From an optimization exercise on the open Yosys and OpenROAD flow, aimed at small area, a short achievable clock period and few clock cycles per item; shortcuts taken in it are not production practice. No functional check of the RTL was part of any run shown here. Power is estimated from default activity; no workload was simulated.

==> flow/design.v, too long to show whole: its modules and the start of the top module <==
// module multiplier: 912 lines
module multiplier(
  output [63:0] prod,
  output busy,
  input [31:0] mc,
  input [31:0] mp,
  input clk,
  input rst,
  input start);
  // ...
==> flow/flow/run.sh <==
#!/bin/bash
# Layout flow: the standard flow (standard synthesis and ORFS steps), except
# that the port buffers inserted before global placement are buf_2 cells
# instead of the delay-cell buffers ORFS picks by default. Every input and
# output port still gets its own buffer.
set -euo pipefail
export BUFFER_PORTS_ARGS="-buffer_cell sky130_fd_sc_hd__buf_2"
bash standard.sh finish > standard_flow.log 2>&1
==> flow/standard.sh <==
#!/bin/bash
# synth_recipe.tcl (not shown) runs the flow's synth.tcl, then flattens the netlist and writes it again
# the make line also repeats each setting of config.mk as NAME=value (left out here)
make -C /OpenROAD-flow-scripts/flow DESIGN_CONFIG=/design/flow/config.mk WORK_HOME=/design/flow/orfs CLKGATE_MAP_FILE= SYNTH_SCRIPT=/design/flow/synth_recipe.tcl "${@:-finish}"
==> flow/config.mk <==
export PLATFORM = sky130hd
export DESIGN_NAME = multiplier
export DESIGN_NICKNAME = multiplier
export VERILOG_FILES = /design/flow/design.v
export SDC_FILE = /design/flow/constraint.sdc
export NUM_CORES = 4
export LEC_CHECK = 0
export CAP_MARGIN = 20
export CORE_MARGIN = 2
export CORE_UTILIZATION = 40
export SETUP_SLACK_MARGIN = 0.4
export SLEW_MARGIN = 20
==> flow/constraint.sdc <==
create_clock -name core_clock -period 4.0 [get_ports {clk}]
set_input_delay 0.8000 -clock core_clock [delete_from_list [all_inputs] [get_ports {clk}]]
set_output_delay 0.8000 -clock core_clock [all_outputs]
set_load 0.01 [all_outputs]
==> metrics.md, run 1 <==
| Metric | Value |
|---|---|
| Relative slew margins | `0.587` |
| Post-synthesis share of cell area spent on and, or, nand and nor gates | `0.0738` |
| Standard cell core area | `32600 um2` |
| Instance count on the critical path | `9` |
| Path depth of the worst reg2reg path | `8` |
| Worst-case setup margin in the final layout | `-0.116 ns` |
| Ranking of synthesized cells by instance count | `174 x sky130_fd_sc_hd__inv_1, 133 x sky130_fd_sc_hd__fa_1, 124 x sky130_fd_sc_hd__a22oi_1, 121 x sky130_fd_sc_hd__xnor2_1, 97 x sky130_fd_sc_hd__edfxtp_1` |
| Final number of setup-violating endpoints | `8` |
| Layout clock area frac | `0.0387` |
| Number of detailed-routing iterations run before antenna repair | `7` |
| Power group with the largest share | `combinational logic` |
| Net count of the mapped netlist | `1504` |
| Setup repair after global routing missed its margin | `true` |
| Psw | `6.74 mW` |
| Start point of the worst min-delay path | `cnt[0]$_SDFF_PP0_` |
| Height of the die | `186 um` |
| Top_reg_cell synth | `sky130_fd_sc_hd__edfxtp_1` |
| Fail Reasons | `setup timing` |
| Met1 track demand over resource | `0.271` |
| Sum of net half-perimeters after detailed placement | `24900 um` |
| Post-Syn Area per Cell | `10.8 um2` |
| Cell internal power dissipation | `8.25 mW` |
| Kind of critical path | `register to primary output` |
| Fillcell total | `3015` |
| FF+latch area | `3990 um2` |
| Compound-gate portion of the synthesized area | `0.120` |
| Outcome | `complete, but fails checks` |
| Highest achievable clock rate | `243 MHz` |
| Top cell type's share of synthesized area | `0.220` |
| Weighted congestion reported at the end of routability-driven placement | `0.820` |
| Total number of sequential cells | `151` |
| Max stage delay cell, worst path | `sky130_fd_sc_hd__a221o_2` |
| Count of antenna-violating nets left after detailed routing | `0` |
| Avg WL per Cell | `17.9 um` |
| CTS tree | `done` |
| Mapped cell area | `13300 um2` |
| Comb group | `10.2 mW` |
| Data-path buffer share of cell area in the final layout | `0.0844` |
| Cell with the most instances after synthesis | `sky130_fd_sc_hd__inv_1` |
==> inputs of run 2 (changes only) <==
--- a/flow/design.v
+++ b/flow/design.v
@@ -1,17 +1,18 @@
 module multiplier(
   output [63:0] prod,
   output busy,
   input [31:0] mc,
   input [31:0] mp,
   input clk,
   input rst,
   input start);
-reg [31:0] M, S, C;
+reg [31:0] M, S;
+reg [30:0] C;
 reg [23:0] Q;
 reg [7:0] Ls, Lc;
 reg t, cl, busy_r;
 reg [1:0] cnt;
 reg [3:0] d_one, d_two, d_neg;
 wire fin = busy_r & (cnt == 2'd2);
 wire it = start | busy_r;
 function [11:0] dec;
@@ -29,94 +30,94 @@
 endfunction
 wire [11:0] dec0 = dec({{mp[7:0]}, 1'b0});
 wire [11:0] decn = dec(start ? {mp[15:7]} : Q[8:0]);
 wire [31:0] Me = start ? mc : M;
 wire [3:0] oe = start ? dec0[3:0] : d_one;
 wire [3:0] we = start ? dec0[7:4] : d_two;
 wire [3:0] ne = start ? dec0[11:8] : d_neg;
 wire [31:0] Se = start ? 32'd0 : S;
-wire [31:0] Ce = start ? 32'd0 : C;
+wire [30:0] Ce = start ? 31'd0 : C;
 wire te = start | t;
 wire [32:0] Mx = {Me[31], Me};
 wire [33:0] Mx2 = {Mx, 1'b0};
 wire [32:0] x0 = ({33{oe[0]}} & Mx) | ({33{we[0]}} & Mx2[32:0]);
 wire [32:0] p0 = x0 ^ {33{ne[0]}};
 wire [33:0] pp0 = {~p0[32], p0};
 wire [32:0] x1 = ({33{oe[1]}} & Mx) | ({33{we[1]}} & Mx2[32:0]);
 wire [32:0] p1 = x1 ^ {33{ne[1]}};
 wire [33:0] pp1 = {~p1[32], p1};
 wire [32:0] x2 = ({33{oe[2]}} & Mx) | ({33{we[2]}} & Mx2[32:0]);
 wire [32:0] p2 = x2 ^ {33{ne[2]}};
 wire [33:0] pp2 = {~p2[32], p2};
 wire [32:0] x3 = ({33{oe[3]}} & Mx) | ({33{we[3]}} & Mx2[32:0]);
 wire [32:0] p3 = x3 ^ {33{ne[3]}};
 wire [33:0] pp3 = {~p3[32], p3};
-wire hs1 = Ce[6] ^ Se[6];
-wire hc1 = Ce[6] & Se[6];
-wire hs2 = Ce[7] ^ Se[7];
-wire hc2 = Ce[7] & Se[7];
-wire hs3 = Ce[8] ^ Se[8];
-wire hc3 = Ce[8] & Se[8];
-wire hs4 = Ce[9] ^ Se[9];
-wire hc4 = Ce[9] & Se[9];
-wire hs5 = Ce[10] ^ Se[10];
-wire hc5 = Ce[10] & Se[10];
-wire hs6 = Ce[11] ^ Se[11];
-wire hc6 = Ce[11] & Se[11];
-wire hs7 = Ce[12] ^ Se[12];
-wire hc7 = Ce[12] & Se[12];
-wire hs8 = Ce[13] ^ Se[13];
-wire hc8 = Ce[13] & Se[13];
-wire hs9 = Ce[14] ^ Se[14];
-wire hc9 = Ce[14] & Se[14];
-wire hs10 = Ce[15] ^ Se[15];
-wire hc10 = Ce[15] & Se[15];
-wire hs11 = Ce[16] ^ Se[16];
-wire hc11 = Ce[16] & Se[16];
-wire hs12 = Ce[17] ^ Se[17];
-wire hc12 = Ce[17] & Se[17];
-wire hs13 = Ce[18] ^ Se[18];
-wire hc13 = Ce[18] & Se[18];
-wire hs14 = Ce[19] ^ Se[19];
-wire hc14 = Ce[19] & Se[19];
-wire hs15 = Ce[20] ^ Se[20];
-wire hc15 = Ce[20] & Se[20];
-wire hs16 = Ce[21] ^ Se[21];
-wire hc16 = Ce[21] & Se[21];
-wire hs17 = Ce[22] ^ Se[22];
-wire hc17 = Ce[22] & Se[22];
-wire hs18 = Ce[23] ^ Se[23];
-wire hc18 = Ce[23] & Se[23];
-wire hs19 = Ce[24] ^ Se[24];
-wire hc19 = Ce[24] & Se[24];
-wire hs20 = Ce[25] ^ Se[25];
-wire hc20 = Ce[25] & Se[25];
-wire hs21 = Ce[26] ^ Se[26];
-wire hc21 = Ce[26] & Se[26];
-wire hs22 = Ce[27] ^ Se[27];
-wire hc22 = Ce[27] & Se[27];
-wire hs23 = Ce[28] ^ Se[28];
-wire hc23 = Ce[28] & Se[28];
-wire hs24 = Ce[29] ^ Se[29];
-wire hc24 = Ce[29] & Se[29];
-wire hs25 = Ce[30] ^ Se[30];
-wire hc25 = Ce[30] & Se[30];
-wire hs26 = Ce[31] ^ Se[31];
-wire hc26 = Ce[31] & Se[31];
-wire hs27 = Ce[2] ^ Se[2];
-wire hc27 = Ce[2] & Se[2];
-wire hs28 = Ce[3] ^ Se[3];
-wire hc28 = Ce[3] & Se[3];
-wire fs29 = Ce[4] ^ Se[4] ^ ne[2];
-wire fc29 = (Ce[4] & Se[4]) | (ne[2] & (Ce[4] ^ Se[4]));
+wire hs1 = Ce[5] ^ Se[6];
+wire hc1 = Ce[5] & Se[6];
+wire hs2 = Ce[6] ^ Se[7];
+wire hc2 = Ce[6] & Se[7];
+wire hs3 = Ce[7] ^ Se[8];
+wire hc3 = Ce[7] & Se[8];
+wire hs4 = Ce[8] ^ Se[9];
+wire hc4 = Ce[8] & Se[9];
+wire hs5 = Ce[9] ^ Se[10];
+wire hc5 = Ce[9] & Se[10];
+wire hs6 = Ce[10] ^ Se[11];
+wire hc6 = Ce[10] & Se[11];
+wire hs7 = Ce[11] ^ Se[12];
+wire hc7 = Ce[11] & Se[12];
+wire hs8 = Ce[12] ^ Se[13];
+wire hc8 = Ce[12] & Se[13];
+wire hs9 = Ce[13] ^ Se[14];
+wire hc9 = Ce[13] & Se[14];
+wire hs10 = Ce[14] ^ Se[15];
+wire hc10 = Ce[14] & Se[15];
+wire hs11 = Ce[15] ^ Se[16];
+wire hc11 = Ce[15] & Se[16];
+wire hs12 = Ce[16] ^ Se[17];
+wire hc12 = Ce[16] & Se[17];
+wire hs13 = Ce[17] ^ Se[18];
+wire hc13 = Ce[17] & Se[18];
+wire hs14 = Ce[18] ^ Se[19];
+wire hc14 = Ce[18] & Se[19];
+wire hs15 = Ce[19] ^ Se[20];
+wire hc15 = Ce[19] & Se[20];
+wire hs16 = Ce[20] ^ Se[21];
+wire hc16 = Ce[20] & Se[21];
+wire hs17 = Ce[21] ^ Se[22];
+wire hc17 = Ce[21] & Se[22];
+wire hs18 = Ce[22] ^ Se[23];
+wire hc18 = Ce[22] & Se[23];
+wire hs19 = Ce[23] ^ Se[24];
+wire hc19 = Ce[23] & Se[24];
+wire hs20 = Ce[24] ^ Se[25];
+wire hc20 = Ce[24] & Se[25];
+wire hs21 = Ce[25] ^ Se[26];
+wire hc21 = Ce[25] & Se[26];
+wire hs22 = Ce[26] ^ Se[27];
+wire hc22 = Ce[26] & Se[27];
+wire hs23 = Ce[27] ^ Se[28];
+wire hc23 = Ce[27] & Se[28];
+wire hs24 = Ce[28] ^ Se[29];
+wire hc24 = Ce[28] & Se[29];
+wire hs25 = Ce[29] ^ Se[30];
+wire hc25 = Ce[29] & Se[30];
+wire hs26 = Ce[30] ^ Se[31];
+wire hc26 = Ce[30] & Se[31];
+wire hs27 = Ce[1] ^ Se[2];
+wire hc27 = Ce[1] & Se[2];
+wire hs28 = Ce[2] ^ Se[3];
+wire hc28 = Ce[2] & Se[3];
+wire fs29 = Ce[3] ^ Se[4] ^ ne[2];
+wire fc29 = (Ce[3] & Se[4]) | (ne[2] & (Ce[3] ^ Se[4]));
 wire hs30 = pp0[4] ^ pp1[2];
 wire hc30 = pp0[4] & pp1[2];
-wire fs31 = Ce[5] ^ Se[5] ^ pp0[5];
-wire fc31 = (Ce[5] & Se[5]) | (pp0[5] & (Ce[5] ^ Se[5]));
+wire fs31 = Ce[4] ^ Se[5] ^ pp0[5];
+wire fc31 = (Ce[4] & Se[5]) | (pp0[5] & (Ce[4] ^ Se[5]));
 wire hs32 = pp1[3] ^ pp2[1];
 wire hc32 = pp1[3] & pp2[1];
 wire fs33 = hs1 ^ ne[3] ^ pp0[6];
 wire fc33 = (hs1 & ne[3]) | (pp0[6] & (hs1 ^ ne[3]));
 wire fs34 = pp1[4] ^ pp2[2] ^ pp3[0];
 wire fc34 = (pp1[4] & pp2[2]) | (pp3[0] & (pp1[4] ^ pp2[2]));
 wire fs35 = hc1 ^ hs2 ^ pp0[7];
 wire fc35 = (hc1 & hs2) | (pp0[7] & (hc1 ^ hs2));
@@ -223,174 +224,169 @@
 wire fs86 = pp1[30] ^ pp2[28] ^ pp3[26];
 wire fc86 = (pp1[30] & pp2[28]) | (pp3[26] & (pp1[30] ^ pp2[28]));
 wire fs87 = te ^ pp0[33] ^ pp1[31];
 wire fc87 = (te & pp0[33]) | (pp1[31] & (te ^ pp0[33]));
 wire hs88 = pp2[29] ^ pp3[27];
 wire hc88 = pp2[29] & pp3[27];
 wire fs89 = 1'b1 ^ pp1[32] ^ pp2[30];
 wire fc89 = (1'b1 & pp1[32]) | (pp2[30] & (1'b1 ^ pp1[32]));
-wire hs90 = Ce[0] ^ Se[0];
-wire hc90 = Ce[0] & Se[0];
-wire hs91 = Ce[1] ^ Se[1];
-wire hc91 = Ce[1] & Se[1];
-wire fs92 = hs27 ^ ne[1] ^ pp0[2];
-wire fc92 = (hs27 & ne[1]) | (pp0[2] & (hs27 ^ ne[1]));
-wire fs93 = hc27 ^ hs28 ^ pp0[3];
-wire fc93 = (hc27 & hs28) | (pp0[3] & (hc27 ^ hs28));
-wire fs94 = hc28 ^ fs29 ^ pp2[0];
-wire fc94 = (hc28 & fs29) | (pp2[0] & (hc28 ^ fs29));
-wire fs95 = fc29 ^ hc30 ^ hs32;
-wire fc95 = (fc29 & hc30) | (hs32 & (fc29 ^ hc30));
-wire fs96 = hc32 ^ fc31 ^ fs33;
-wire fc96 = (hc32 & fc31) | (fs33 & (hc32 ^ fc31));
-wire fs97 = fc33 ^ fc34 ^ fs35;
-wire fc97 = (fc33 & fc34) | (fs35 & (fc33 ^ fc34));
-wire fs98 = fc35 ^ fc36 ^ fs37;
-wire fc98 = (fc35 & fc36) | (fs37 & (fc35 ^ fc36));
-wire fs99 = fc37 ^ fc38 ^ fs39;
-wire fc99 = (fc37 & fc38) | (fs39 & (fc37 ^ fc38));
-wire fs100 = fc39 ^ fc40 ^ fs41;
-wire fc100 = (fc39 & fc40) | (fs41 & (fc39 ^ fc40));
-wire fs101 = fc41 ^ fc42 ^ fs43;
-wire fc101 = (fc41 & fc42) | (fs43 & (fc41 ^ fc42));
-wire fs102 = fc43 ^ fc44 ^ fs45;
-wire fc102 = (fc43 & fc44) | (fs45 & (fc43 ^ fc44));
-wire fs103 = fc45 ^ fc46 ^ fs47;
-wire fc103 = (fc45 & fc46) | (fs47 & (fc45 ^ fc46));
-wire fs104 = fc47 ^ fc48 ^ fs49;
-wire fc104 = (fc47 & fc48) | (fs49 & (fc47 ^ fc48));
-wire fs105 = fc49 ^ fc50 ^ fs51;
-wire fc105 = (fc49 & fc50) | (fs51 & (fc49 ^ fc50));
-wire fs106 = fc51 ^ fc52 ^ fs53;
-wire fc106 = (fc51 & fc52) | (fs53 & (fc51 ^ fc52));
-wire fs107 = fc53 ^ fc54 ^ fs55;
-wire fc107 = (fc53 & fc54) | (fs55 & (fc53 ^ fc54));
-wire fs108 = fc55 ^ fc56 ^ fs57;
-wire fc108 = (fc55 & fc56) | (fs57 & (fc55 ^ fc56));
-wire fs109 = fc57 ^ fc58 ^ fs59;
-wire fc109 = (fc57 & fc58) | (fs59 & (fc57 ^ fc58));
-wire fs110 = fc59 ^ fc60 ^ fs61;
-wire fc110 = (fc59 & fc60) | (fs61 & (fc59 ^ fc60));
-wire fs111 = fc61 ^ fc62 ^ fs63;
-wire fc111 = (fc61 & fc62) | (fs63 & (fc61 ^ fc62));
-wire fs112 = fc63 ^ fc64 ^ fs65;
-wire fc112 = (fc63 & fc64) | (fs65 & (fc63 ^ fc64));
-wire fs113 = fc65 ^ fc66 ^ fs67;
-wire fc113 = (fc65 & fc66) | (fs67 & (fc65 ^ fc66));
-wire fs114 = fc67 ^ fc68 ^ fs69;
-wire fc114 = (fc67 & fc68) | (fs69 & (fc67 ^ fc68));
-wire fs115 = fc69 ^ fc70 ^ fs71;
-wire fc115 = (fc69 & fc70) | (fs71 & (fc69 ^ fc70));
-wire fs116 = fc71 ^ fc72 ^ fs73;
-wire fc116 = (fc71 & fc72) | (fs73 & (fc71 ^ fc72));
-wire fs117 = fc73 ^ fc74 ^ fs75;
-wire fc117 = (fc73 & fc74) | (fs75 & (fc73 ^ fc74));
-wire fs118 = fc75 ^ fc76 ^ fs77;
-wire fc118 = (fc75 & fc76) | (fs77 & (fc75 ^ fc76));
-wire fs119 = fc77 ^ fc78 ^ fs79;
-wire fc119 = (fc77 & fc78) | (fs79 & (fc77 ^ fc78));
-wire fs120 = fc79 ^ fc80 ^ fs81;
-wire fc120 = (fc79 & fc80) | (fs81 & (fc79 ^ fc80));
-wire fs121 = fc81 ^ fc82 ^ fs83;
-wire fc121 = (fc81 & fc82) | (fs83 & (fc81 ^ fc82));
-wire fs122 = fc83 ^ fc84 ^ fs85;
-wire fc122 = (fc83 & fc84) | (fs85 & (fc83 ^ fc84));
-wire fs123 = hs88 ^ fc85 ^ fc86;
-wire fc123 = (hs88 & fc85) | (fc86 & (hs88 ^ fc85));
-wire fs124 = pp3[28] ^ hc88 ^ fc87;
-wire fc124 = (pp3[28] & hc88) | (fc87 & (pp3[28] ^ hc88));
-wire fs125 = pp1[33] ^ pp2[31] ^ pp3[29];
-wire fc125 = (pp1[33] & pp2[31]) | (pp3[29] & (pp1[33] ^ pp2[31]));
-wire hs126 = 1'b1 ^ pp2[32];
-wire hc126 = 1'b1 & pp2[32];
-wire hs127 = hs90 ^ ne[0];
-wire hc127 = hs90 & ne[0];
-wire fs128 = hc90 ^ hs91 ^ pp0[1];
-wire fc128 = (hc90 & hs91) | (pp0[1] & (hc90 ^ hs91));
-wire fs129 = hc91 ^ pp1[0] ^ fs92;
-wire fc129 = (hc91 & pp1[0]) | (fs92 & (hc91 ^ pp1[0]));
-wire fs130 = pp1[1] ^ fc92 ^ fs93;
-wire fc130 = (pp1[1] & fc92) | (fs93 & (pp1[1] ^ fc92));
-wire fs131 = hs30 ^ fc93 ^ fs94;
-wire fc131 = (hs30 & fc93) | (fs94 & (hs30 ^ fc93));
-wire fs132 = fc94 ^ fs31 ^ fs95;
-wire fc132 = (fc94 & fs31) | (fs95 & (fc94 ^ fs31));
-wire fs133 = fs34 ^ fc95 ^ fs96;
-wire fc133 = (fs34 & fc95) | (fs96 & (fs34 ^ fc95));
-wire fs134 = fs36 ^ fc96 ^ fs97;
-wire fc134 = (fs36 & fc96) | (fs97 & (fs36 ^ fc96));
-wire fs135 = fs38 ^ fc97 ^ fs98;
-wire fc135 = (fs38 & fc97) | (fs98 & (fs38 ^ fc97));
-wire fs136 = fs40 ^ fc98 ^ fs99;
-wire fc136 = (fs40 & fc98) | (fs99 & (fs40 ^ fc98));
-wire fs137 = fs42 ^ fc99 ^ fs100;
-wire fc137 = (fs42 & fc99) | (fs100 & (fs42 ^ fc99));
-wire fs138 = fs44 ^ fc100 ^ fs101;
-wire fc138 = (fs44 & fc100) | (fs101 & (fs44 ^ fc100));
-wire fs139 = fs46 ^ fc101 ^ fs102;
-wire fc139 = (fs46 & fc101) | (fs102 & (fs46 ^ fc101));
-wire fs140 = fs48 ^ fc102 ^ fs103;
-wire fc140 = (fs48 & fc102) | (fs103 & (fs48 ^ fc102));
-wire fs141 = fs50 ^ fc103 ^ fs104;
-wire fc141 = (fs50 & fc103) | (fs104 & (fs50 ^ fc103));
-wire fs142 = fs52 ^ fc104 ^ fs105;
-wire fc142 = (fs52 & fc104) | (fs105 & (fs52 ^ fc104));
-wire fs143 = fs54 ^ fc105 ^ fs106;
-wire fc143 = (fs54 & fc105) | (fs106 & (fs54 ^ fc105));
-wire fs144 = fs56 ^ fc106 ^ fs107;
-wire fc144 = (fs56 & fc106) | (fs107 & (fs56 ^ fc106));
-wire fs145 = fs58 ^ fc107 ^ fs108;
-wire fc145 = (fs58 & fc107) | (fs108 & (fs58 ^ fc107));
-wire fs146 = fs60 ^ fc108 ^ fs109;
-wire fc146 = (fs60 & fc108) | (fs109 & (fs60 ^ fc108));
-wire fs147 = fs62 ^ fc109 ^ fs110;
-wire fc147 = (fs62 & fc109) | (fs110 & (fs62 ^ fc109));
-wire fs148 = fs64 ^ fc110 ^ fs111;
-wire fc148 = (fs64 & fc110) | (fs111 & (fs64 ^ fc110));
-wire fs149 = fs66 ^ fc111 ^ fs112;
-wire fc149 = (fs66 & fc111) | (fs112 & (fs66 ^ fc111));
-wire fs150 = fs68 ^ fc112 ^ fs113;
-wire fc150 = (fs68 & fc112) | (fs113 & (fs68 ^ fc112));
-wire fs151 = fs70 ^ fc113 ^ fs114;
-wire fc151 = (fs70 & fc113) | (fs114 & (fs70 ^ fc113));
-wire fs152 = fs72 ^ fc114 ^ fs115;
-wire fc152 = (fs72 & fc114) | (fs115 & (fs72 ^ fc114));
-wire fs153 = fs74 ^ fc115 ^ fs116;
-wire fc153 = (fs74 & fc115) | (fs116 & (fs74 ^ fc115));
-wire fs154 = fs76 ^ fc116 ^ fs117;
-wire fc154 = (fs76 & fc116) | (fs117 & (fs76 ^ fc116));
-wire fs155 = fs78 ^ fc117 ^ fs118;
-wire fc155 = (fs78 & fc117) | (fs118 & (fs78 ^ fc117));
-wire fs156 = fs80 ^ fc118 ^ fs119;
-wire fc156 = (fs80 & fc118) | (fs119 & (fs80 ^ fc118));
-wire fs157 = fs82 ^ fc119 ^ fs120;
-wire fc157 = (fs82 & fc119) | (fs120 & (fs82 ^ fc119));
-wire fs158 = fs84 ^ fc120 ^ fs121;
-wire fc158 = (fs84 & fc120) | (fs121 & (fs84 ^ fc120));
-wire fs159 = fs86 ^ fc121 ^ fs122;
-wire fc159 = (fs86 & fc121) | (fs122 & (fs86 ^ fc121));
-wire fs160 = fs87 ^ fc122 ^ fs123;
-wire fc160 = (fs87 & fc122) | (fs123 & (fs87 ^ fc122));
-wire fs161 = fs89 ^ fc123 ^ fs124;
-wire fc161 = (fs89 & fc123) | (fs124 & (fs89 ^ fc123));
-wire fs162 = fc89 ^ fs125 ^ fc124;
-wire fc162 = (fc89 & fs125) | (fc124 & (fc89 ^ fs125));
-wire fs163 = pp3[30] ^ hs126 ^ fc125;
-wire fc163 = (pp3[30] & hs126) | (fc125 & (pp3[30] ^ hs126));
-wire fs164 = pp2[33] ^ pp3[31] ^ hc126;
-wire fc164 = (pp2[33] & pp3[31]) | (hc126 & (pp2[33] ^ pp3[31]));
-wire hs165 = 1'b1 ^ pp3[32];
-wire hc165 = 1'b1 & pp3[32];
-wire [40:0] R0 = {1'b0, pp3[33], hs165, fs164, fs163, fc161, fc160, fs160, fc158, fc157, fc156, fc155, fc154, fc153, fc152, fc151, fc150, fc149, fc148, fc147, fc146, fc145, fc144, fc143, fc142, fc141, fc140, fc139, fc138, fc137, fc136, fc135, fc134, fc133, fc132, fc131, fc130, fc129, fc128, hc127, hs127};
-wire [40:0] R1 = {1'b0, hc165, fc164, fc163, fc162, fs162, fs161, fc159, fs159, fs158, fs157, fs156, fs155, fs154, fs153, fs152, fs151, fs150, fs149, fs148, fs147, fs146, fs145, fs144, fs143, fs142, fs141, fs140, fs139, fs138, fs137, fs136, fs135, fs134, fs133, fs132, fs131, fs130, fs129, fs128, pp0[0]};
-wire [39:0] fa_a = {S, Ls};
-wire [39:0] fa_b = {C, Lc};
-wire [40:0] pg0_g = {fa_a & fa_b, cl};
-wire [40:0] pg0_p = {fa_a ^ fa_b, 1'b0};
+wire hs90 = hs27 ^ ne[1];
+wire hc90 = hs27 & ne[1];
+wire fs91 = hc27 ^ hs28 ^ pp0[3];
+wire fc91 = (hc27 & hs28) | (pp0[3] & (hc27 ^ hs28));
+wire fs92 = hc28 ^ fs29 ^ pp2[0];
+wire fc92 = (hc28 & fs29) | (pp2[0] & (hc28 ^ fs29));
+wire fs93 = fc29 ^ hc30 ^ hs32;
+wire fc93 = (fc29 & hc30) | (hs32 & (fc29 ^ hc30));
+wire fs94 = hc32 ^ fc31 ^ fs33;
+wire fc94 = (hc32 & fc31) | (fs33 & (hc32 ^ fc31));
+wire fs95 = fc33 ^ fc34 ^ fs35;
+wire fc95 = (fc33 & fc34) | (fs35 & (fc33 ^ fc34));
+wire fs96 = fc35 ^ fc36 ^ fs37;
+wire fc96 = (fc35 & fc36) | (fs37 & (fc35 ^ fc36));
+wire fs97 = fc37 ^ fc38 ^ fs39;
+wire fc97 = (fc37 & fc38) | (fs39 & (fc37 ^ fc38));
+wire fs98 = fc39 ^ fc40 ^ fs41;
+wire fc98 = (fc39 & fc40) | (fs41 & (fc39 ^ fc40));
+wire fs99 = fc41 ^ fc42 ^ fs43;
+wire fc99 = (fc41 & fc42) | (fs43 & (fc41 ^ fc42));
+wire fs100 = fc43 ^ fc44 ^ fs45;
+wire fc100 = (fc43 & fc44) | (fs45 & (fc43 ^ fc44));
+wire fs101 = fc45 ^ fc46 ^ fs47;
+wire fc101 = (fc45 & fc46) | (fs47 & (fc45 ^ fc46));
+wire fs102 = fc47 ^ fc48 ^ fs49;
+wire fc102 = (fc47 & fc48) | (fs49 & (fc47 ^ fc48));
+wire fs103 = fc49 ^ fc50 ^ fs51;
+wire fc103 = (fc49 & fc50) | (fs51 & (fc49 ^ fc50));
+wire fs104 = fc51 ^ fc52 ^ fs53;
+wire fc104 = (fc51 & fc52) | (fs53 & (fc51 ^ fc52));
+wire fs105 = fc53 ^ fc54 ^ fs55;
+wire fc105 = (fc53 & fc54) | (fs55 & (fc53 ^ fc54));
+wire fs106 = fc55 ^ fc56 ^ fs57;
+wire fc106 = (fc55 & fc56) | (fs57 & (fc55 ^ fc56));
+wire fs107 = fc57 ^ fc58 ^ fs59;
+wire fc107 = (fc57 & fc58) | (fs59 & (fc57 ^ fc58));
+wire fs108 = fc59 ^ fc60 ^ fs61;
+wire fc108 = (fc59 & fc60) | (fs61 & (fc59 ^ fc60));
+wire fs109 = fc61 ^ fc62 ^ fs63;
+wire fc109 = (fc61 & fc62) | (fs63 & (fc61 ^ fc62));
+wire fs110 = fc63 ^ fc64 ^ fs65;
+wire fc110 = (fc63 & fc64) | (fs65 & (fc63 ^ fc64));
+wire fs111 = fc65 ^ fc66 ^ fs67;
+wire fc111 = (fc65 & fc66) | (fs67 & (fc65 ^ fc66));
+wire fs112 = fc67 ^ fc68 ^ fs69;
+wire fc112 = (fc67 & fc68) | (fs69 & (fc67 ^ fc68));
+wire fs113 = fc69 ^ fc70 ^ fs71;
+wire fc113 = (fc69 & fc70) | (fs71 & (fc69 ^ fc70));
+wire fs114 = fc71 ^ fc72 ^ fs73;
+wire fc114 = (fc71 & fc72) | (fs73 & (fc71 ^ fc72));
+wire fs115 = fc73 ^ fc74 ^ fs75;
+wire fc115 = (fc73 & fc74) | (fs75 & (fc73 ^ fc74));
+wire fs116 = fc75 ^ fc76 ^ fs77;
+wire fc116 = (fc75 & fc76) | (fs77 & (fc75 ^ fc76));
+wire fs117 = fc77 ^ fc78 ^ fs79;
+wire fc117 = (fc77 & fc78) | (fs79 & (fc77 ^ fc78));
+wire fs118 = fc79 ^ fc80 ^ fs81;
+wire fc118 = (fc79 & fc80) | (fs81 & (fc79 ^ fc80));
+wire fs119 = fc81 ^ fc82 ^ fs83;
+wire fc119 = (fc81 & fc82) | (fs83 & (fc81 ^ fc82));
+wire fs120 = fc83 ^ fc84 ^ fs85;
+wire fc120 = (fc83 & fc84) | (fs85 & (fc83 ^ fc84));
+wire fs121 = hs88 ^ fc85 ^ fc86;
+wire fc121 = (hs88 & fc85) | (fc86 & (hs88 ^ fc85));
+wire fs122 = pp3[28] ^ hc88 ^ fc87;
+wire fc122 = (pp3[28] & hc88) | (fc87 & (pp3[28] ^ hc88));
+wire fs123 = pp1[33] ^ pp2[31] ^ pp3[29];
+wire fc123 = (pp1[33] & pp2[31]) | (pp3[29] & (pp1[33] ^ pp2[31]));
+wire hs124 = 1'b1 ^ pp2[32];
+wire hc124 = 1'b1 & pp2[32];
+wire hs125 = Se[0] ^ ne[0];
+wire hc125 = Se[0] & ne[0];
+wire fs126 = Ce[0] ^ Se[1] ^ pp0[1];
+wire fc126 = (Ce[0] & Se[1]) | (pp0[1] & (Ce[0] ^ Se[1]));
+wire fs127 = hs90 ^ pp0[2] ^ pp1[0];
+wire fc127 = (hs90 & pp0[2]) | (pp1[0] & (hs90 ^ pp0[2]));
+wire fs128 = hc90 ^ pp1[1] ^ fs91;
+wire fc128 = (hc90 & pp1[1]) | (fs91 & (hc90 ^ pp1[1]));
+wire fs129 = hs30 ^ fc91 ^ fs92;
+wire fc129 = (hs30 & fc91) | (fs92 & (hs30 ^ fc91));
+wire fs130 = fc92 ^ fs31 ^ fs93;
+wire fc130 = (fc92 & fs31) | (fs93 & (fc92 ^ fs31));
+wire fs131 = fs34 ^ fc93 ^ fs94;
+wire fc131 = (fs34 & fc93) | (fs94 & (fs34 ^ fc93));
+wire fs132 = fs36 ^ fc94 ^ fs95;
+wire fc132 = (fs36 & fc94) | (fs95 & (fs36 ^ fc94));
+wire fs133 = fs38 ^ fc95 ^ fs96;
+wire fc133 = (fs38 & fc95) | (fs96 & (fs38 ^ fc95));
+wire fs134 = fs40 ^ fc96 ^ fs97;
+wire fc134 = (fs40 & fc96) | (fs97 & (fs40 ^ fc96));
+wire fs135 = fs42 ^ fc97 ^ fs98;
+wire fc135 = (fs42 & fc97) | (fs98 & (fs42 ^ fc97));
+wire fs136 = fs44 ^ fc98 ^ fs99;
+wire fc136 = (fs44 & fc98) | (fs99 & (fs44 ^ fc98));
+wire fs137 = fs46 ^ fc99 ^ fs100;
+wire fc137 = (fs46 & fc99) | (fs100 & (fs46 ^ fc99));
+wire fs138 = fs48 ^ fc100 ^ fs101;
+wire fc138 = (fs48 & fc100) | (fs101 & (fs48 ^ fc100));
+wire fs139 = fs50 ^ fc101 ^ fs102;
+wire fc139 = (fs50 & fc101) | (fs102 & (fs50 ^ fc101));
+wire fs140 = fs52 ^ fc102 ^ fs103;
+wire fc140 = (fs52 & fc102) | (fs103 & (fs52 ^ fc102));
+wire fs141 = fs54 ^ fc103 ^ fs104;
+wire fc141 = (fs54 & fc103) | (fs104 & (fs54 ^ fc103));
+wire fs142 = fs56 ^ fc104 ^ fs105;
+wire fc142 = (fs56 & fc104) | (fs105 & (fs56 ^ fc104));
+wire fs143 = fs58 ^ fc105 ^ fs106;
+wire fc143 = (fs58 & fc105) | (fs106 & (fs58 ^ fc105));
+wire fs144 = fs60 ^ fc106 ^ fs107;
+wire fc144 = (fs60 & fc106) | (fs107 & (fs60 ^ fc106));
+wire fs145 = fs62 ^ fc107 ^ fs108;
+wire fc145 = (fs62 & fc107) | (fs108 & (fs62 ^ fc107));
+wire fs146 = fs64 ^ fc108 ^ fs109;
+wire fc146 = (fs64 & fc108) | (fs109 & (fs64 ^ fc108));
+wire fs147 = fs66 ^ fc109 ^ fs110;
+wire fc147 = (fs66 & fc109) | (fs110 & (fs66 ^ fc109));
+wire fs148 = fs68 ^ fc110 ^ fs111;
+wire fc148 = (fs68 & fc110) | (fs111 & (fs68 ^ fc110));
+wire fs149 = fs70 ^ fc111 ^ fs112;
+wire fc149 = (fs70 & fc111) | (fs112 & (fs70 ^ fc111));
+wire fs150 = fs72 ^ fc112 ^ fs113;
+wire fc150 = (fs72 & fc112) | (fs113 & (fs72 ^ fc112));
+wire fs151 = fs74 ^ fc113 ^ fs114;
+wire fc151 = (fs74 & fc113) | (fs114 & (fs74 ^ fc113));
+wire fs152 = fs76 ^ fc114 ^ fs115;
+wire fc152 = (fs76 & fc114) | (fs115 & (fs76 ^ fc114));
+wire fs153 = fs78 ^ fc115 ^ fs116;
+wire fc153 = (fs78 & fc115) | (fs116 & (fs78 ^ fc115));
+wire fs154 = fs80 ^ fc116 ^ fs117;
+wire fc154 = (fs80 & fc116) | (fs117 & (fs80 ^ fc116));
+wire fs155 = fs82 ^ fc117 ^ fs118;
+wire fc155 = (fs82 & fc117) | (fs118 & (fs82 ^ fc117));
+wire fs156 = fs84 ^ fc118 ^ fs119;
+wire fc156 = (fs84 & fc118) | (fs119 & (fs84 ^ fc118));
+wire fs157 = fs86 ^ fc119 ^ fs120;
+wire fc157 = (fs86 & fc119) | (fs120 & (fs86 ^ fc119));
+wire fs158 = fs87 ^ fc120 ^ fs121;
+wire fc158 = (fs87 & fc120) | (fs121 & (fs87 ^ fc120));
+wire fs159 = fs89 ^ fc121 ^ fs122;
+wire fc159 = (fs89 & fc121) | (fs122 & (fs89 ^ fc121));
+wire fs160 = fc89 ^ fs123 ^ fc122;
+wire fc160 = (fc89 & fs123) | (fc122 & (fc89 ^ fs123));
+wire fs161 = pp3[30] ^ hs124 ^ fc123;
+wire fc161 = (pp3[30] & hs124) | (fc123 & (pp3[30] ^ hs124));
+wire fs162 = pp2[33] ^ pp3[31] ^ hc124;
+wire fc162 = (pp2[33] & pp3[31]) | (hc124 & (pp2[33] ^ pp3[31]));
+wire hs163 = 1'b1 ^ pp3[32];
+wire hc163 = 1'b1 & pp3[32];
+wire [40:0] R0 = {1'b0, pp3[33], hs163, fs162, fs161, fc159, fc158, fs158, fc156, fc155, fc154, fc153, fc152, fc151, fc150, fc149, fc148, fc147, fc146, fc145, fc144, fc143, fc142, fc141, fc140, fc139, fc138, fc137, fc136, fc135, fc134, fc133, fc132, fc131, fc130, fc129, fc128, fc127, fc126, hc125, hs125};
+wire [40:0] R1 = {1'b0, hc163, fc162, fc161, fc160, fs160, fs159, fc157, fs157, fs156, fs155, fs154, fs153, fs152, fs151, fs150, fs149, fs148, fs147, fs146, fs145, fs144, fs143, fs142, fs141, fs140, fs139, fs138, fs137, fs136, fs135, fs134, fs133, fs132, fs131, fs130, fs129, fs128, fs127, fs126, pp0[0]};
+wire [39:0] fa_p = {S, Ls};
+wire [40:0] pg0_g = {1'b0, C, Lc, cl};
+wire [40:0] pg0_p = {fa_p, 1'b0};
 wire [40:0] pg1_g, pg1_p;
 assign pg1_g[0] = pg0_g[0];
 assign pg1_p[0] = pg0_p[0];
 assign pg1_g[1] = pg0_g[1] | (pg0_p[1] & pg0_g[0]);
 assign pg1_p[1] = pg0_p[1] & pg0_p[0];
 assign pg1_g[2] = pg0_g[2];
 assign pg1_p[2] = pg0_p[2];
 assign pg1_g[3] = pg0_g[3] | (pg0_p[3] & pg0_g[2]);
@@ -879,34 +875,36 @@
 assign pg6_g[37] = pg5_g[37] | (pg5_p[37] & pg5_g[31]);
 assign pg6_p[37] = pg5_p[37] & pg5_p[31];
 assign pg6_g[38] = pg5_g[38] | (pg5_p[38] & pg5_g[31]);
 assign pg6_p[38] = pg5_p[38] & pg5_p[31];
 assign pg6_g[39] = pg5_g[39] | (pg5_p[39] & pg5_g[31]);
 assign pg6_p[39] = pg5_p[39] & pg5_p[31];
 assign pg6_g[40] = pg5_g[40] | (pg5_p[40] & pg5_g[31]);
 assign pg6_p[40] = pg5_p[40] & pg5_p[31];
-wire [39:0] F = (fa_a ^ fa_b) ^ pg6_g[39:0];
+wire [39:0] F = fa_p ^ pg6_g[39:0];
 wire csh = pg6_g[8];   
+wire [40:0] Tp = R0 ^ R1;
+wire [40:0] Tg = R0 & R1;
 always @(posedge clk) begin
   if (rst) busy_r <= 1'b0;
   else if (start) busy_r <= 1'b1;
   else if (fin) busy_r <= 1'b0;
   cnt <= start ? 2'd0 : cnt + 2'd1;
   M <= Me;
   if (start) Q <= {7'd0, {mp[31:15]}};
   else if (busy_r) Q <= {F[7:0], Q[23:8]};
   d_one <= decn[3:0];
   d_two <= decn[7:4];
   d_neg <= decn[11:8];
   if (it) begin
-    S <= R0[39:8];
-    C <= R1[39:8];
-    t <= R0[40] | R1[40];
-    Ls <= R0[7:0];
-    Lc <= R1[7:0];
+    S <= Tp[39:8];
+    C <= Tg[38:8];
+    t <= Tp[40] | Tg[39];
+    Ls <= Tp[7:0];
+    Lc <= Tg[7:0];
     cl <= csh & ~start;
   end
 end
 assign busy = busy_r;
 wire [63:0] Pfull = {F, Q};
 assign prod = Pfull[63:0];
 endmodule
==> run 2 against run 1 <==
Net effect: now clean on timing, DRC and antenna; critical path depth rose by 4; sequential cell count fell by 1; utilization rose by 6.9 points; global-route usage rose by 0.18 points; non-clock buffer count rose by 101; clock power barely moved; cell area rose by 16%; largest power group unchanged; highest routed layer unchanged.
==> metrics.md, run 2 <==
| Metric | Value |
|---|---|
| Worst ir drop on vdd | `615 uV` |
| Setup repair after global routing missed its margin | `true` |
| Slowest stage delay, CP | `0.40 ns` |
| IO Port Bufs | `131` |
| Iter 0 DRT Violations | `635` |
| Register bit total from synthesis | `150` |
| Met2 Wirelength | `18900 um` |
| Via density per instance | `5.02` |
| Fillcell total | `2791 (-7.4%)` |
| Proportion of layout cells with a drive suffix above 1 | `0.445` |
| Fin crit period | `3.88 ns` |
| Maximum root-to-sink buffer count | `2` |
| Required time worst endpoint | `3.20 ns` |
| Kind of critical path | `register to primary output` |
| Post-Syn Area per Cell | `10.2 um2 (-5.1%)` |
| CTS tree | `done` |
| Launch point of the critical path | `S[4]$_DFFE_PP_` |
| Critical Path Most Common Cell | `sky130_fd_sc_hd__buf_6` |
| Count of antenna-violating nets left after detailed routing | `0 (unchanged)` |
| Post-synthesis cell type count | `47` |
| Number of detailed-routing iterations run before antenna repair | `7 (unchanged)` |
| Final number of setup-violating endpoints | `0 (-8)` |
| RR Startpoint | `d_one[0]$_DFF_P_` |
| Registers with the highest flip-flop counts | `M x32, C x31, S x31` |
| Highest achievable clock rate | `258 MHz (+6.2%)` |
| Max stage delay cell, worst path | `sky130_fd_sc_hd__edfxtp_1` |
| Standard cell core area | `33300 um2 (+2.0%)` |
| Sum of net half-perimeters after detailed placement | `26500 um (+6.2%)` |
| Uppermost signal routing layer after detailed routing | `met4` |
| Top library cells by usage in the layout, fill and taps aside | `195 x sky130_fd_sc_hd__inv_1, 127 x sky130_fd_sc_hd__buf_2, 111 x sky130_fd_sc_hd__buf_4, 96 x sky130_fd_sc_hd__edfxtp_1, 89 x sky130_fd_sc_hd__fa_1` |
| Top cell type's share of synthesized area | `0.215 (-0.00454)` |
| Arrival time of the worst setup path | `3.08 ns` |
| Final std cell area, no fill | `18600 um2` |
| Placed cell count | `1919` |
| Rows | `67` |
| Most frequent standard cell in the layout excluding fill and tap cells | `sky130_fd_sc_hd__inv_1` |
| Number of flip-flops in the largest register | `32` |
| Routed met1 length | `16200 um` |
| Largest register by flop count | `M` |
| Number of remaining DRC errors | `0` |
| Via count of the first global-routing pass | `10.2k` |
| Sort of element at the end of the critical path | `primary output` |
| Wire length of the first global-routing pass | `55200 um` |
| Hold Fails Final Rpt | `0` |
| Top_reg_cell synth | `sky130_fd_sc_hd__edfxtp_1` |
| Number of antenna violations at the first check in global routing | `2` |
| Actual slew at the worst max-slew pin | `0.499 ns` |
| Synthesis Warnings | `1` |
| Total placed instance area | `15900 um2` |
| Ranking of synthesized cells by instance count | `273 x sky130_fd_sc_hd__inv_1, 126 x sky130_fd_sc_hd__fa_1, 124 x sky130_fd_sc_hd__a22oi_1, 101 x sky130_fd_sc_hd__xnor2_1, 96 x sky130_fd_sc_hd__edfxtp_1` |
| Sequential fraction of the synthesis area | `0.296` |
| Die area | `35000 um2` |
| Overall routing resource usage | `0.202` |
| Post-Route Hold Slack | `0.413 ns` |
| Number of hold buffers added after cts | `0` |
| Weighted congestion reported at the end of routability-driven placement | `0.842 (+2.6%)` |
| Clock tree root driver cell | `sky130_fd_sc_hd__clkbuf_16` |
| Clock buffers created by TritonCTS | `17` |
| PD cells | `911 nW/um2` |
| Number of enable flip-flop cells after synthesis | `96` |
| Total number of vias | `10.2k` |
| CP Cell Sequence | `buf_6 -> a211oi_4 -> nor2_2 -> a2111oi_4 -> buf_4 -> a2111oi_4 -> buf_6 -> o21ai_4 -> o311ai_4 -> buf_6 -> a221oi_4 -> xnor2_1 -> buf_2` |
| Area growth from synthesis to layout | `38.7%` |
| Initial core utilization | `0.402` |
| Relative slew margins | `0.664 (+0.0766)` |
| Net count of the mapped netlist | `1583 (+5.3%)` |
| Avg WL per Cell | `18.4 um (+2.9%)` |
| Leading post-synthesis cells by cell area | `sky130_fd_sc_hd__edfxtp_1 22%, sky130_fd_sc_hd__fa_1 19%, sky130_fd_sc_hd__dfxtp_1 8.1%` |
| Clk sinks | `150` |
| Cell with the most instances after synthesis | `sky130_fd_sc_hd__inv_1` |
| Worst-path maximum fanout | `3` |
| Count of pins over their slew limit | `0` |
| Pin count of the biggest net entering global routing | `47` |
| Boundary pin count | `132` |
| Mapped cell area | `13400 um2 (+1.1%)` |
| Layout Cells excl Fill | `2033` |
| Maximum level of the CTS H-tree | `4` |
| Detailed Route WL | `37400 um` |
| Class of the tightest hold or removal check | `register to register` |
| Chip width | `187 um` |
| Post-Route Skew | `0.0137 ns` |
| Reported leakage power | `8.23 nW` |
| Nature of the critical path startpoint | `register` |
| Start point of the worst min-delay path | `cnt[0]$_SDFF_PP0_` |
| Global route overflow | `0` |
| Async set or reset register ratio after synthesis | `0` |
| Final Cycle Share | `0.969` |
| Insertion delay to the later sink of the worst-skew pair | `0.45 ns` |
| Max_cap viols | `0` |
| Height of the die | `187 um (+0.52%)` |
| Outcome | `complete, no violations` |
| Final Net Count | `1846` |
| Routed wl met3 | `1540 um` |
| Gate count after technology mapping | `1307` |
| Clock transition at the registers of the reported paths | `0.08 ns` |
| Library cell with the largest summed area after synthesis | `sky130_fd_sc_hd__edfxtp_1` |
[run 2: cell type report]
cell class	count	area, um2	area share
Antenna cell	2	5.00	0.000269
Clock buffer	17	425	0.0229
Clock inverter	15	198	0.0106
Inverter	275	1040	0.0559
Multi-Input combinational cell	828	9830	0.529
Sequential cell	150	3960	0.213
Tap cell	448	561	0.0302
Timing Repair Buffer	298	2560	0.138
[run 2: kinds of logic after synthesis]
group | synth area share
fa+ha+maj | 0.266
mux | 0.0541
buf+inv | 0.0937
simple gates | 0.0637
xor+xnor | 0.112
compound gates | 0.115
flops | 0.296
[run 2: power by group]
part	switching, mW	internal, mW
Sequential	0.529	2.97
Combinational	6.37	5.37
Clock	0.822	0.858
Total	7.73	9.20
[run 2: worst paths after layout]
check                                         end  slack (ns)  depth (start not counted)
worst max-delay path                     prod[62]        0.12                         13
worst min-delay path            cnt[0]$_SDFF_PP0_        0.41                          1
worst max register to register    S[15]$_DFFE_PP_        0.63                         10
worst min register to register  cnt[0]$_SDFF_PP0_        0.41                          1
[run 2: through the flow]
step	setup slack [ns]	utilization	TNS, ns	total power [mW]
3_3_place_gp	-0.122	0.478	-0.861	12.6
4_1_cts	0.102	0.505	0	14.9
5_1_grt	-0.0223	0.558	-0.0322	18.8
3_5_place_dp	-0.121	0.478	-1.26	12.8
2_1_floorplan	0.117	-	0	9.79
6_report	0.124	0.558	0	16.9
[run 2: routing by layer]
layer | vias up | global-route usage
li1 | 4814 | -
met1 | 5076 | 0.270
met2 | 254 | 0.344
met3 | 58 | 0.0246
met4 | 0 | 0.0568
met5 | - | 0
[run 2: critical path: cells and delay by family, from the launching register on]
kind                   cells  cell delay, ns
XOR/XNOR                   1            0.16
AND/OR/NAND/NOR            1            0.07
buffers and inverters      5            0.77
AO/OA/AOI/OAI              6            1.21
flip-flops                 1            0.40
[run 2: what timing repair did]
action,CTS,global route
setup endpoints to repair,30,63
gates resized for setup,22,243
pin swaps,20,185
setup buffers,19,48
cloned,1,12

afterwards: timing with drivers on the ports:
No port has a modelled driver above. Below, the same layouts with a new extraction and two added sets of constraints.
Step 1 (the two cells are an assumption about what drives the block):
set clk [get_ports {clk}]
set_driving_cell -lib_cell sky130_fd_sc_hd__clkbuf_16 $clk
set_driving_cell -lib_cell sky130_fd_sc_hd__buf_2 [delete_from_list [all_inputs] $clk]
Step 2, shift: input delay + t, output delay - t, t = (earliest + latest rising clock arrival at the registers) / 2. This alone moves slack from input paths to output paths.
a / b / c = ideal / step 1 / step 2; a / b = the first two.
run	t, ns	setup slack, ns	worst hold slack (ns)	worst slew at a driven data input, ns
run 1	0.484	-0.116 / -0.163 / 0.083	0.406 / 0.406 / 0.406	0.04
run 2	0.492	0.124 / 0.073 / -0.229	0.413 / 0.413 / 0.413	0.08
Met with ideal ports but missed after step 2: setup timing in run 2. For run 2, which loses most, drivers alone change the setup slack by -0.051 ns; drivers and shift together by -0.353 ns.
